Source: an optimization exercise on an open RTL-to-GDS flow (aim: small area, a short achievable clock period and few clock cycles per item). Production flows keep margins and buffers that such runs may drop. Function was not checked in any run shown here: the RTL went through the layout flow alone.

### design.v
module joinC #(parameter N = 2)(
	input [N - 1 : 0] valid_in,
	output reg  [N - 1 : 0] ready_in,
	output valid_out,
	input ready_out
);
	assign valid_out = &valid_in; 
	reg[N - 1 : 0] singleValid;
	integer i, j;
	always @(*)begin
		for(i = 0; i < N; i = i + 1)begin
			singleValid[i] = 1;
			for(j = 0; j < N; j = j + 1)
				if(i != j)
					singleValid[i] = singleValid[i] & valid_in[j];
		end
		for(i = 0; i < N; i = i + 1)begin
			ready_in[i] = singleValid[i] & ready_out;
		end
	end
endmodule
module OEHB #(parameter INPUTS = 2,
		parameter OUTPUTS = 1,
		parameter DATA_IN_SIZE = 32,
		parameter DATA_OUT_SIZE = 32)
	(
		input clk,
		input rst,
		input [INPUTS * (DATA_IN_SIZE)- 1 : 0]data_in_bus,
		input [INPUTS - 1 : 0]valid_in_bus,
		output [INPUTS - 1 : 0] ready_in_bus,
		output [OUTPUTS * (DATA_OUT_SIZE) - 1 : 0]data_out_bus,
		output reg [OUTPUTS - 1 : 0]valid_out_bus,
		input 	[OUTPUTS - 1 : 0] ready_out_bus
);
	wire reg_en;
	reg [DATA_IN_SIZE - 1 : 0] data_reg;
	always@(posedge clk, posedge rst)
		if(rst)
			valid_out_bus[0] <= 0;
		else
			valid_out_bus[0] <= valid_in_bus[0] | ~ready_in_bus[0];
	always@(posedge clk, posedge rst)
		if(rst)
			data_reg <= 0;
		else if(reg_en)
			data_reg <= data_in_bus[0 * DATA_IN_SIZE +: DATA_IN_SIZE];
	assign data_out_bus[0 * DATA_OUT_SIZE +: DATA_OUT_SIZE] = data_reg;
	assign ready_in_bus[0] = ~valid_out_bus[0] | ready_out_bus[0];
	assign reg_en = ready_in_bus[0] & valid_in_bus[0];
endmodule
module sdiv_op #(parameter INPUTS = 2,
		parameter OUTPUTS = 1,
		parameter DATA_IN_SIZE = 32,
		parameter DATA_OUT_SIZE = 32)
		(
		input clk,
		input rst,
		input [INPUTS * (DATA_IN_SIZE)- 1 : 0]data_in_bus,
		input [INPUTS - 1 : 0]valid_in_bus,
		output [INPUTS - 1 : 0] ready_in_bus,
		output [OUTPUTS * (DATA_OUT_SIZE) - 1 : 0]data_out_bus,
		output [OUTPUTS - 1 : 0]valid_out_bus,
		input [OUTPUTS - 1 : 0] ready_out_bus
);
	localparam K    = 4;                  
	localparam K1   = 3;                  
	localparam NC   = 1 + (31 - K1 + K - 1) / K;   
	localparam CW   = (NC > 8) ? 4 : (NC > 4) ? 3 : (NC > 2) ? 2 : 1;
	localparam DW   = K1 + (NC - 1) * K;  
	function [5:0] clz;
		input [31:0] x;
		integer i;
		begin
			clz = 6'd32;
			for (i = 0; i < 32; i = i + 1)
				if (x[i]) clz = 6'd31 - i;
		end
	endfunction
	function [32:0] add32;
		input [31:0] x, y;
		input        cin;
		reg [31:0] g, p, G, P;
		reg [32:0] cy;
		integer i, l, w;
		begin
			g = x & y;
			p = x ^ y;
			G = g;
			P = p;
			for (l = 0; l < 5; l = l + 1) begin
				w = 1 << l;
				for (i = 31; i >= 0; i = i - 1)
					if (i % (2 * w) == 2 * w - 1) begin
						G[i] = G[i] | (P[i] & G[i - w]);
						P[i] = P[i] & P[i - w];
					end
			end
			for (l = 3; l >= 0; l = l - 1) begin
				w = 1 << l;
				for (i = 31; i >= 0; i = i - 1)
					if (i >= 3 * w - 1 && i % (2 * w) == w - 1) begin
						G[i] = G[i] | (P[i] & G[i - w]);
						P[i] = P[i] & P[i - w];
					end
			end
			cy[0] = cin;
			for (i = 0; i < 32; i = i + 1)
				cy[i + 1] = G[i] | (P[i] & cin);
			add32 = {cy[32], p ^ cy[31:0]};
		end
	endfunction
	reg        sa, sb;
	reg [30:0] ma, mb;
	reg f0, f1;           
	reg rdy0, rdy1;       
	reg          busy;
	reg          fin;     
	reg [CW-1:0] cnt;     
	reg [31:0]   rem;     
	reg [DW-1:0] dq;      
	reg [31:0]   dvs;     
	reg          dsn;     
	reg          neg;     
	reg [31:0] qout;
	reg        qvalid;
	assign ready_in_bus  = {rdy1, rdy0};
	assign data_out_bus  = qout;
	assign valid_out_bus = qvalid;
	wire start    = ~busy & f0 & f1;
	wire [31:0] ax   = {1'b0, ma};            
	wire [31:0] bx   = {1'b0, mb};            
	wire [31:0] amag = ax + sa;
	wire [32:0] adif = {1'b0, amag} + {1'b0, ~bx} + {32'd0, ~sb};    
	wire        dsg  = sa ^ sb;
	wire        sgn1 = dsg & adif[32];
	wire        zq   = dsg & ~adif[32];       
	wire [31:0] dvd  = dsg ? adif[31:0] : amag;
	wire        apow = sa & ~|(ma[30:1] & ~ma[29:0]);    
	wire [6:0]  nb   = {1'b0, clz(bx)} - {1'b0, clz(ax)} + {6'd0, apow} + 7'd1;
	reg [CW-1:0] c1;      
	reg [30:0]   rem0;
	reg [DW-1:0] dq0;
	integer c;
	always @(*) begin
		c1 = NC - 1;
		for (c = NC - 1; c >= 1; c = c - 1)
			if (nb[6] || nb <= K1 + (c - 1) * K)        
				c1 = c - 1;
		rem0 = 31'd0;
		dq0  = {DW{1'b0}};
		for (c = 0; c < NC; c = c + 1)
			if (c1 == c) begin
				rem0 = dvd >> (K1 + c * K);
				dq0  = dvd << (DW - K1 - c * K);
			end
	end
	reg [31:0]   w;
	reg [DW-1:0] d;
	reg [31:0]   bv;
	reg          bs;
	reg          op;
	reg [32:0]   sum;
	integer j;
	always @(*) begin
		w  = rem;
		d  = dq;
		bv = dvs;
		bs = dsn;
		for (j = 0; j < K; j = j + 1) begin
			if (j == K - K1 && !busy) begin
				w  = {1'b0, rem0};
				d  = dq0;
				bv = bx;
				bs = sb;
			end
			op  = ~w[31];
			sum = add32({w[30:0], d[DW-1]}, bv ^ {32{op}}, op ^ bs);
			w   = sum[31:0];
			d   = {d[DW-2:0], ~w[31]};
		end
	end
	wire        last = busy ? ((cnt == 0) | fin) : (c1 == 0);
	wire        sgn  = busy ? neg : sgn1;
	wire [30:0] df   = d[30:0] & {31{busy | ~zq}};
	wire [30:0] qf   = (busy & fin) ? dq[30:0] : df;       
	wire [31:0] res  = {1'b0, qf} ^ {32{sgn}};
	wire take    = start | busy;                   
	wire hold_o  = qvalid & ~ready_out_bus[0];     
	wire busy_n  = (take & ~last) | (take & last & hold_o);
	wire f0_n    = (~f0 | start) ? valid_in_bus[0] : f0;    
	wire f1_n    = (~f1 | start) ? valid_in_bus[1] : f1;
	always @(posedge clk, posedge rst)
		if (rst) begin
			f0 <= 1'b0; f1 <= 1'b0;
			busy <= 1'b0;
			qvalid <= 1'b0;
		end else begin
			f0 <= f0_n; f1 <= f1_n;
			busy <= busy_n;
			qvalid <= hold_o | (take & last);
		end
	always @(posedge clk) begin
		rdy0 <= ~f0_n | (f1_n & ~busy_n);
		rdy1 <= ~f1_n | (f0_n & ~busy_n);
	end
	always @(posedge clk) begin
		if (~f0 | start) begin                       
			sa <= data_in_bus[31];
			ma <= data_in_bus[30:0] ^ {31{data_in_bus[31]}};
		end
		if (~f1 | start) begin                       
			sb <= data_in_bus[63];
			mb <= data_in_bus[62:32] ^ {31{data_in_bus[63]}};
		end
		if (~hold_o) qout <= res;
		if (~busy) begin
			dvs <= bx;
			dsn <= sb;
			neg <= sgn1;
		end
		rem <= w;
		if (~(busy & fin)) dq <= df;    
		fin <= last;
		if (start | busy) cnt <= busy ? cnt - 1'b1 : c1 - 1'b1;
	end
endmodule
### flow/run.sh
#!/bin/bash
# The standard layout, except that the port buffers are buf_2 cells
# rather than the cell buffer_ports picks by default (clkdlybuf4s50_1).
set -euo pipefail
export BUFFER_PORTS_ARGS="-buffer_cell sky130_fd_sc_hd__buf_2"
bash standard.sh > standard_make.log 2>&1
### standard.sh
#!/bin/bash
# synth_recipe.tcl (not shown) runs the flow's synth.tcl, then flattens the netlist and writes it again
# the make line also repeats each setting of config.mk as NAME=value (left out here)
make -C /OpenROAD-flow-scripts/flow DESIGN_CONFIG=/design/flow/config.mk WORK_HOME=/design/flow/orfs CLKGATE_MAP_FILE= SYNTH_SCRIPT=/design/flow/synth_recipe.tcl "${@:-finish}"
### config.mk
export PLATFORM = sky130hd
export DESIGN_NAME = sdiv_op
export DESIGN_NICKNAME = sdiv_op
export VERILOG_FILES = /design/flow/design.v
export SDC_FILE = /design/flow/constraint.sdc
export NUM_CORES = 4
export LEC_CHECK = 0
export CAP_MARGIN = 20
export CORE_MARGIN = 2
export CORE_UTILIZATION = 40
export CTS_CLUSTER_DIAMETER = 100
export CTS_CLUSTER_SIZE = 20
export SLEW_MARGIN = 20
### constraint.sdc
create_clock -name core_clock -period 90.0 [get_ports {clk}]
set_input_delay 18.0000 -clock core_clock [delete_from_list [all_inputs] [get_ports {clk}]]
set_output_delay 18.0000 -clock core_clock [all_outputs]
set_load 0.01 [all_outputs]
==> impl_metrics.py, run 1 <==
metrics = {
    "status": {
        "outcome": "timing/DRC/antenna clean",
    },
    "run": {
        "drv_cap": 0,
    },
    "clocking": {
        "cts_buffer_depth": 3,
        "post_cts_buffers": 0,
        "clk_pin_slew_ps": 90,
        "cts_max_level": 1,
        "cts_root_buf": "clkbuf_16",
        "numCtsBuffers": 16,
        "cts.sinks": 203,
        "postCtsHoldBufs": 0,
        "worstSkewPairLatency_ps": 530,
        "cts_tree": "done",
        "cts_resized": 0,
    },
    "synth": {
        "syn_nets": 2566,
        "ys_seq_elements": 203,
        "syn-cell-area_um2": 19400,
        "synthCells": 2316,
        "yosys_warnings": 1,
        "postSynthAreaPerCell_um2": 8.39,
        "synth_edf_count": 99,
        "synthArstFlopShare_pct": 1.97,
        "ys.flop_type": "dfxtp_1",
        "yosysUniqueCellTypes": 78,
        "ys_seq_area_share_pct": 26.1,
    },
    "cells_and_area": {
        "final-instance-count-excl-fill": 2994,
        "syn2layout_area_growth_pct": 8.85,
        "fin_area_um2": 21200,
        "diodes": 0,
        "drive_gt1_share_pct": 8.58,
        "final_util_pct": 44.2,
        "num-nets-final": 2619,
    },
    "place": {
        "place_congestion": 0.949,
        "dpl_cell_area_um2": 20600,
        "hpwlAfterDp_um": 48900,
        "dpl.cell_count": 2966,
        "post-place-ws_ps": 70780,
        "portBuffers": 103,
    },
    "setup_path": {
        "crit_fanout": 33,
        "critPathKind": "flop to flop",
        "max_stage_delay_ps": 670,
        "required_ps": 90280,
        "start_kind": "flop",
        "cpMostUsedCell": "a21oi_1",
        "cpMaxStageDelayCell": "edfxtp_1",
        "crit_path_end_kind": "flop",
        "arrival_ps": 19360,
    },
    "grt": {
        "grt_pass1_wl_um": 96700,
        "grtUsageTotal_pct": 24.4,
        "overflow": 0,
        "antenna_found_initial": 0,
        "grt_max_degree": 40,
        "first_global_vias": 16800,
    },
    "detailed_routing": {
        "dr.pass1.iters": 7,
        "dr.first_iter.drc_count": 1606,
        "met1_length_um": 28900,
        "vias": 17400,
        "ant_nets": 0,
        "drc": 0,
        "route.met3.wl_um": 3980,
        "top_layer_used": "met4",
        "viasPerCell": 5.81,
        "wl_um": 62400,
        "wl_per_cell_um": 20.8,
        "wl_met2_um": 27500,
    },
    "sta": {
        "fmax_ghz": 0.0524,
        "drv_slew": 0,
        "tns_ps": 0,
        "setup_viol": 0,
        "grt_setup_unrepaired": "false",
        "relSlewSlack_pct": 21.8,
        "period_needed_ps": 19080,
        "tightest_slew_ps": 1140,
        "whs_ps": 533,
        "postLayoutSetupSlackWorst_ps": 70920,
        "final.period_utilization_pct": 21.2,
        "finalHoldViolations": 0,
        "fin_skew_ps": 22.6,
    },
    "die": {
        "fp.dieH_um": 224,
        "core_area_um2": 47800,
        "rows": 80,
        "die_x_um": 224,
        "dieArea_um2": 50400,
        "ios": 104,
        "start_util_pct": 40.6,
    },
    "hold_path": {
        "hold_class": "flop to flop",
    },
}
## Yosys cell counts (6+ instances only)
master       n  area share [%]
nand3_1     31            0.80
a211o_1      6            0.27
and4_1       8            0.36
mux2_2      10            0.58
fa_1         8            0.82
inv_1      153             3.0
a22oi_1     14            0.54
a221o_1      6            0.31
nand2b_1    16            0.51
xor2_1     118             5.3
a221oi_1    18            0.81
nor2_1     148             2.9
a21o_1      58             2.2
dfxtp_1    100              10
nand2_1    146             2.8
o21a_1      30             1.2
nor3_1      54             1.4
and2_1      16            0.51
o31ai_1     12            0.46
o221ai_1    22            0.99
o211ai_1    22            0.85
or4_1        6            0.23
buf_1       15            0.29
o21ai_1     12            0.31
or2_2       11            0.35
ha_1       173              11
mux2i_1     52             2.7
nand4_1     36             1.2
a211oi_1    21            0.81
a21boi_0     6            0.23
nor2b_1     23            0.74
xnor2_1    264              12
o2111ai_1    7            0.32
o21bai_1    33             1.3
clkbuf_1    84             1.6
or3_1       18            0.58
edfxtp_1    99              15
nor4_1      17            0.55
o22ai_1     19            0.61
a31oi_1      7            0.23
a21oi_1    174             4.5
o21ai_0    157             4.0
## flip-flops by register name, indices dropped and copies added (netlist names), 3 cells and up
signal,cells
ma,31
rem,32
qout,32
cnt,3
dq,31
dvs,32
mb,31
## worst paths after layout
kind                       depth (start not counted)       to  slack (ps)   from
max                                               79  qout[0]       70920  mb[1]
min                                                2    dq[4]         530  dq[4]
max reg2reg                                       79  qout[0]       70920  mb[1]
min reg2reg                                        2    dq[4]         530  dq[4]
max in group asynchronous                          2     busy       72480    rst
min in group asynchronous                          2   qvalid       17350    rst
## kinds of logic (layout without fill, tap and decap cells)
family / count (synthesis) / in the layout / synth area share, %
AO/OA/AOI/OAI: 682 / 682 / 22.8
AND/OR/NAND/NOR: 547 / 547 / 13.5
XOR/XNOR: 383 / 383 / 17.3
buffers and inverters: 257 / 320 / 5.04
flip-flops: 203 / 203 / 26.1
adder cells (fa/ha/maj): 181 / 181 / 12.0
multiplexers: 63 / 63 / 3.33
## worst max-delay path: cells and delay by family, from the launching register on
| kind | cells | cell delay (ps) |
|---|---|---|
| mux | 1 | 480 |
| simple gates | 15 | 3340 |
| fa+ha+maj | 7 | 2250 |
| buf+inv | 3 | 750 |
| flops | 1 | 670 |
| xor+xnor | 3 | 560 |
| compound gates | 50 | 10730 |
## cells in the final DEF (no fill, tap or decap), types with 103 or more instances in the layout
master and count:
o21ai_0 156, a21oi_1 174, inv_1 153, buf_2 103, xnor2_1 263, xor2_1 117
nor2_1 147, nand2_1 146, ha_1 173
## cell type report
| cell class | instances | area (µm²) |
|---|---|---|
| Multi-Input combinational cell | 1856 | 13400 |
| Sequential cell | 203 | 5080 |
| Timing Repair Buffer | 138 | 778 |
| Clock inverter | 6 | 65.1 |
| Fill cell | 4721 | 26700 |
| Tap cell | 615 | 769 |
| Clock buffer | 22 | 444 |
| Inverter | 154 | 578 |
## per-layer routing
| metal | vias up | track usage (%) |
|---|---|---|
| li1 | 8460 | - |
| met1 | 8265 | 34.2 |
| met2 | 563 | 39.0 |
| met3 | 99 | 3.46 |
| met4 | 0 | 7.35 |
| met5 | - | 0 |
==> run 2, diff against run 1 <==
--- a/design.v
+++ b/design.v
@@ -130,12 +130,11 @@
 	wire start    = ~busy & f0 & f1;
 	wire [31:0] ax   = {1'b0, ma};            
 	wire [31:0] bx   = {1'b0, mb};            
-	wire [31:0] amag = ax + sa;
-	wire [32:0] adif = {1'b0, amag} + {1'b0, ~bx} + {32'd0, ~sb};    
-	wire        dsg  = sa ^ sb;
-	wire        sgn1 = dsg & adif[32];
-	wire        zq   = dsg & ~adif[32];       
-	wire [31:0] dvd  = dsg ? adif[31:0] : amag;
+	wire [31:0] amag;
+	sdiv_inc ainc (.x(ax), .c(sa), .y(amag));
+	wire [32:0] adif = add32(amag, ~bx, ~sb);    
+	wire        sgn1 = (sa ^ sb) & adif[32];
+	wire [31:0] dvd  = sgn1 ? adif[31:0] : amag;
 	wire        apow = sa & ~|(ma[30:1] & ~ma[29:0]);    
 	wire [6:0]  nb   = {1'b0, clz(bx)} - {1'b0, clz(ax)} + {6'd0, apow} + 7'd1;
 	reg [CW-1:0] c1;      
@@ -152,44 +151,33 @@
 		for (c = 0; c < NC; c = c + 1)
 			if (c1 == c) begin
 				rem0 = dvd >> (K1 + c * K);
-				dq0  = dvd << (DW - K1 - c * K);
+				dq0  = (dvd << (DW - K1 - c * K)) | ({DW{sgn1}} >> (K1 + c * K));
 			end
 	end
-	reg [31:0]   w;
-	reg [DW-1:0] d;
-	reg [31:0]   bv;
-	reg          bs;
-	reg          op;
-	reg [32:0]   sum;
-	integer j;
-	always @(*) begin
-		w  = rem;
-		d  = dq;
-		bv = dvs;
-		bs = dsn;
-		for (j = 0; j < K; j = j + 1) begin
-			if (j == K - K1 && !busy) begin
-				w  = {1'b0, rem0};
-				d  = dq0;
-				bv = bx;
-				bs = sb;
-			end
-			op  = ~w[31];
-			sum = add32({w[30:0], d[DW-1]}, bv ^ {32{op}}, op ^ bs);
-			w   = sum[31:0];
-			d   = {d[DW-2:0], ~w[31]};
-		end
-	end
+	wire        sgn  = busy ? neg : sgn1;    
+	wire [31:0]   wc [0:K];    
+	wire [DW-1:0] dc [0:K];
+	wire [31:0]   w  = wc[K];
+	wire [DW-1:0] d  = dc[K];
+	genvar j;
+	generate
+		for (j = 0; j < K; j = j + 1) begin : step
+			wire [31:0]   wi = (j == K - K1 && !busy) ? {1'b0, rem0} : (j == 0 ? rem : wc[j]);
+			wire [DW-1:0] di = (j == K - K1 && !busy) ? dq0 : (j == 0 ? dq : dc[j]);
+			wire [31:0]   bi = (j >= K - K1 && !busy) ? bx : dvs;
+			wire          si = (j >= K - K1 && !busy) ? sb : dsn;
+			sdiv_step u (.w(wi), .dbit(di[DW-1]), .b(bi), .bsign(si), .wn(wc[j + 1]));
+			assign dc[j + 1] = {di[DW-2:0], ~wc[j + 1][31] ^ sgn};
+		end
+	endgenerate
 	wire        last = busy ? ((cnt == 0) | fin) : (c1 == 0);
-	wire        sgn  = busy ? neg : sgn1;
-	wire [30:0] df   = d[30:0] & {31{busy | ~zq}};
-	wire [30:0] qf   = (busy & fin) ? dq[30:0] : df;       
-	wire [31:0] res  = {1'b0, qf} ^ {32{sgn}};
+	wire [30:0] qf   = (busy & fin) ? dq[30:0] : d[30:0];    
+	wire [31:0] res  = {sgn, qf};    
 	wire take    = start | busy;                   
 	wire hold_o  = qvalid & ~ready_out_bus[0];     
 	wire busy_n  = (take & ~last) | (take & last & hold_o);
-	wire f0_n    = (~f0 | start) ? valid_in_bus[0] : f0;    
-	wire f1_n    = (~f1 | start) ? valid_in_bus[1] : f1;
+	wire f0_n    = rdy0 ? valid_in_bus[0] : f0;
+	wire f1_n    = rdy1 ? valid_in_bus[1] : f1;
 	always @(posedge clk, posedge rst)
 		if (rst) begin
 			f0 <= 1'b0; f1 <= 1'b0;
@@ -205,11 +193,11 @@
 		rdy1 <= ~f1_n | (f0_n & ~busy_n);
 	end
 	always @(posedge clk) begin
-		if (~f0 | start) begin                       
+		if (rdy0) begin
 			sa <= data_in_bus[31];
 			ma <= data_in_bus[30:0] ^ {31{data_in_bus[31]}};
 		end
-		if (~f1 | start) begin                       
+		if (rdy1) begin
 			sb <= data_in_bus[63];
 			mb <= data_in_bus[62:32] ^ {31{data_in_bus[63]}};
 		end
@@ -220,8 +208,51 @@
 			neg <= sgn1;
 		end
 		rem <= w;
-		if (~(busy & fin)) dq <= df;    
+		if (~(busy & fin)) dq <= d;
 		fin <= last;
 		if (start | busy) cnt <= busy ? cnt - 1'b1 : c1 - 1'b1;
 	end
 endmodule
+module sdiv_inc (input [31:0] x, input c, output [31:0] y);
+	reg [31:0] ones;                          
+	integer t;
+	always @(*) begin
+		ones[0] = 1'b1;
+		for (t = 1; t < 32; t = t + 1)
+			ones[t] = &(x | ~((32'd1 << t) - 32'd1));
+	end
+	assign y = x ^ (ones & {32{c}});
+endmodule
+module sdiv_step (input [31:0] w, input dbit, input [31:0] b, input bsign, output [31:0] wn);
+	wire op = ~w[31];
+	wire [31:0] y = b ^ {32{op}};
+	wire        ci = op ^ bsign;
+	wire [31:0] x = {w[30:0], dbit};
+	reg [31:0] G, P;
+	reg [32:0] cy;
+	integer i, l, s;
+	always @(*) begin
+		G = x & y;
+		P = x ^ y;
+		for (l = 0; l < 5; l = l + 1) begin
+			s = 1 << l;
+			for (i = 31; i >= 0; i = i - 1)
+				if (i % (2 * s) == 2 * s - 1) begin
+					G[i] = G[i] | (P[i] & G[i - s]);
+					P[i] = P[i] & P[i - s];
+				end
+		end
+		for (l = 3; l >= 0; l = l - 1) begin
+			s = 1 << l;
+			for (i = 31; i >= 0; i = i - 1)
+				if (i >= 3 * s - 1 && i % (2 * s) == s - 1) begin
+					G[i] = G[i] | (P[i] & G[i - s]);
+					P[i] = P[i] & P[i - s];
+				end
+		end
+		cy[0] = ci;
+		for (i = 0; i < 32; i = i + 1)
+			cy[i + 1] = G[i] | (P[i] & ci);
+	end
+	assign wn = x ^ y ^ cy[31:0];
+endmodule
--- a/config.mk
+++ b/config.mk
@@ -8,6 +8,7 @@
 export CAP_MARGIN = 20
 export CORE_MARGIN = 2
 export CORE_UTILIZATION = 40
-export CTS_CLUSTER_DIAMETER = 100
-export CTS_CLUSTER_SIZE = 20
+export CTS_CLUSTER_DIAMETER = 120
+export CTS_CLUSTER_SIZE = 24
 export SLEW_MARGIN = 20
+export SYNTH_HIERARCHICAL = 1
==> impl_metrics.py, run 2 <==
metrics = {
    "run": {
        "drv_cap": 0,
    },
    "synth": {
        "ys_seq_area_share_pct": 26.5,
        "synth_top_family_by_area": "compound AO/OA/AOI/OAI gates",
        "postSynthAreaPerCell_um2": 8.72,
        "synth_edf_count": 99,
        "synth.most_common_cell": "xnor2_1",
        "synthAdderAreaFrac_pct": 12.0,
        "ys_seq_elements": 203,
        "syn_nets": 2443,
        "yosys.area_share.simple_pct": 13.9,
        "ys.flop_type": "dfxtp_1",
        "synthArstFlopShare_pct": 1.97,
        "synthCells": 2194,
        "synth.largest_area_cell": "edfxtp_1",
        "synthXorXnorAreaFrac_pct": 16.8,
        "yosysTopAreaCellShare_pct": 15.5,
        "yosysUniqueCellTypes": 103,
        "syn-cell-area_um2": 19100,
        "synth_compound_area_share_pct": 23.9,
        "netlist_top_cells_count": "xnor2_1, nand2_1, a21oi_1",
        "synth.area.mux_share_pct": 3.04,
        "yosys_warnings": 9,
        "synth_area_leaders": "edfxtp_1, ha_1, xnor2_1",
    },
    "place": {
        "dpl.cell_count": 2859,
        "hpwlAfterDp_um": 47000,
        "portBuffers": 103,
        "place_congestion": 0.959,
    },
    "clocking": {
        "cts.sinks": 203,
        "postCtsHoldBufs": 0,
        "cts_tree": "done",
        "worstSkewPairLatency_ps": 510,
        "cts_max_level": 1,
        "numCtsBuffers": 13,
        "cts_buffer_depth": 3,
        "cts_root_buf": "clkbuf_16",
        "cts_resized": 0,
        "post_cts_buffers": 0,
        "clk_pin_slew_ps": 100,
    },
    "setup_path": {
        "critPathBufInv": 2,
        "path_cells": "buf_4 -> buf_2",
        "crit_path_end_kind": "primary output",
        "max_stage_delay_ps": 390,
        "cpLargestDelayFamily": "buffers and inverters",
        "rrSetupSlack_ps": 74260,
        "start_kind": "flop",
        "cpMaxStageDelayCell": "buf_4",
        "reg2reg_to": "qout[0]",
        "ff2ff_path_depth": 60,
        "crit_fanout": 34,
        "arrival_ps": 1490,
        "required_ps": 72000,
        "r2r_start": "mb[5]",
        "critPathKind": "flop to primary output",
    },
    "cells_and_area": {
        "syn2layout_area_growth_pct": 8.18,
        "num-nets-final": 2508,
        "drive_gt1_share_pct": 11.3,
        "final-instance-count-excl-fill": 2880,
        "mostFrequentLayoutCell": "xnor2_1",
        "final_util_pct": 43.6,
        "reg_top3": "dvs x32, qout x32, rem x32",
        "final_cell_mix": "xnor2_1, nand2_1, a21oi_1, ha_1, nor2_1",
        "diodes": 0,
    },
    "sta": {
        "relSlewSlack_pct": 30.0,
        "grt_setup_unrepaired": "false",
        "fin_skew_ps": 30.4,
        "final.period_utilization_pct": 21.7,
        "tightest_slew_ps": 1040,
        "drv_slew": 0,
        "finalHoldViolations": 0,
        "fmax_ghz": 0.0513,
        "setup_viol": 0,
        "tns_ps": 0,
        "period_needed_ps": 19490,
    },
    "hold_path": {
        "hp-start": "dq[2]",
        "hold_depth": 2,
        "hold_path_end": "dq[2]",
        "hold_class": "flop to flop",
    },
    "grt": {
        "overflow": 0,
        "antenna_found_initial": 3,
        "grt_pass1_wl_um": 93800,
        "grtUsageTotal_pct": 23.9,
        "first_global_vias": 16400,
        "grt_max_degree": 73,
    },
    "detailed_routing": {
        "drc": 0,
        "wl_per_cell_um": 20.9,
        "dr.first_iter.drc_count": 1510,
        "vias": 16900,
        "viasPerCell": 5.85,
        "ant_nets": 0,
        "wl_um": 60300,
        "dr.pass1.iters": 5,
    },
    "die": {
        "fp.dieH_um": 223,
        "die_x_um": 223,
        "dieArea_um2": 49600,
        "rows": 80,
        "ios": 104,
        "start_util_pct": 40.3,
        "core_area_um2": 47400,
    },
    "status": {
        "outcome": "timing/DRC/antenna clean",
    },
}
-- run 2: cell count changes after synthesis, moves of 19 or more --
cell and change:
nand2_1 +44, nor3_1 -21, clkbuf_1 -37, o21bai_1 -20, mux2i_1 -21, o21ai_1 +20
a21o_1 -35, o21ai_0 -31, xnor2_1 -22, inv_1 -78, nor2_1 +19
-- run 2: worst reg2reg max path: cells and delay by family, from the launching register on --
kind	cells	cell delay [ps]
xor gates and xnor gates	6	940
AOI/OAI and AO/OA	31	8030
DFF	1	420
buffers and inverters	6	1580
adders and majority gates	7	2300
and+or+nand+nor	10	2230
-- run 2: modules after synthesis, one instance, submodules excluded --
module	flops+latches	copies in the design	cell area, µm²
sdiv_inc	0	1	662
sdiv_step	0	4	1530
sdiv_op	203	1	12400
-- run 2: per-stage QoR --
stage | hold slack, ps | area [µm²] | setup slack (ps)
floorplan | 476 | 19100 | 70710
global placement | 506 | 20300 | 70850
detailed placement | 507 | 20300 | 70770
CTS | 516 | 20700 | 70500
global route | 565 | 20700 | 70450
finish | 515 | 20700 | 70510
-- run 2: worst max path at each step --
stage | start | endpoint | depth (start not counted)
floorplan | ready_out_bus[0] | rdy0 | 3
global placement | data_in_bus[63] | mb[30] | 2
detailed placement | data_in_bus[63] | mb[15] | 2
CTS | rdy0 | ready_in_bus[0] | 2
global route | rdy0 | ready_in_bus[0] | 2
finish | rdy0 | ready_in_bus[0] | 2
-- run 2: cells by family after synthesis --
| logic type | after synthesis |
|---|---|
| compound gates | 663 |
| simple gates | 562 |
| xor+xnor | 364 |
| flops | 203 |
| fa+ha+maj | 180 |
| buf+inv | 169 |
| mux | 52 |
| other cells | 1 |
-- run 2: layer usage --
metal  part of all wire, %  global-route usage, %  up-vias
li1                      -                      -     8158
met3                   6.4                   3.24      130
met4                   4.2                   9.35        2
met5                 0.022                      0        -
met2                    44                   38.3      618
met1                    45                   32.6     7944
-- run 2: area by class of cell --
| type | count | area [µm²] |
|---|---|---|
| inverters | 80 | 302 |
| multi-input cells | 1822 | 13400 |
| fillers | 4699 | 26800 |
| well taps | 615 | 769 |
| clock inverters | 4 | 61.3 |
| flip-flops and latches | 203 | 5080 |
| clock buffers | 17 | 340 |
| repair buffers | 139 | 786 |

[separate check: timing with driven ports]
Ports are ideal in the flow. The routed layouts listed here were re-timed in OpenROAD. Step 1: set_driving_cell puts a clkbuf_16 on clk and a buf_2 on each other input, an assumption about the parent block. Step 2 times the ports against the registers' clock, not the clock port: input delays grow and output delays shrink by t, the midpoint of the rising clock arrivals with the driver on. Slacks: ideal ports / drivers / drivers and shift; pairs: ideal ports / drivers.
| run | shift t [ns] | slack for setup (ns) | hold WS [ns] | latest minus earliest clock arrival (ns) | slew at the worst register clock pin (ns) |
|---|---|---|---|---|---|
| run 1 | 0.566 | 70.917 / 70.888 / 70.812 | 0.533 / 0.533 / 0.533 | 0.022 / 0.023 | 0.09 / 0.09 |
| run 2 | 0.556 | 70.506 / 70.449 / 70.821 | 0.515 / 0.515 / 0.515 | 0.031 / 0.030 | 0.10 / 0.10 |
After both steps setup and hold are still met in every run listed. The setup slack of run 1, which loses most, moves by -0.029 ns with the drivers and by -0.105 ns with both steps.
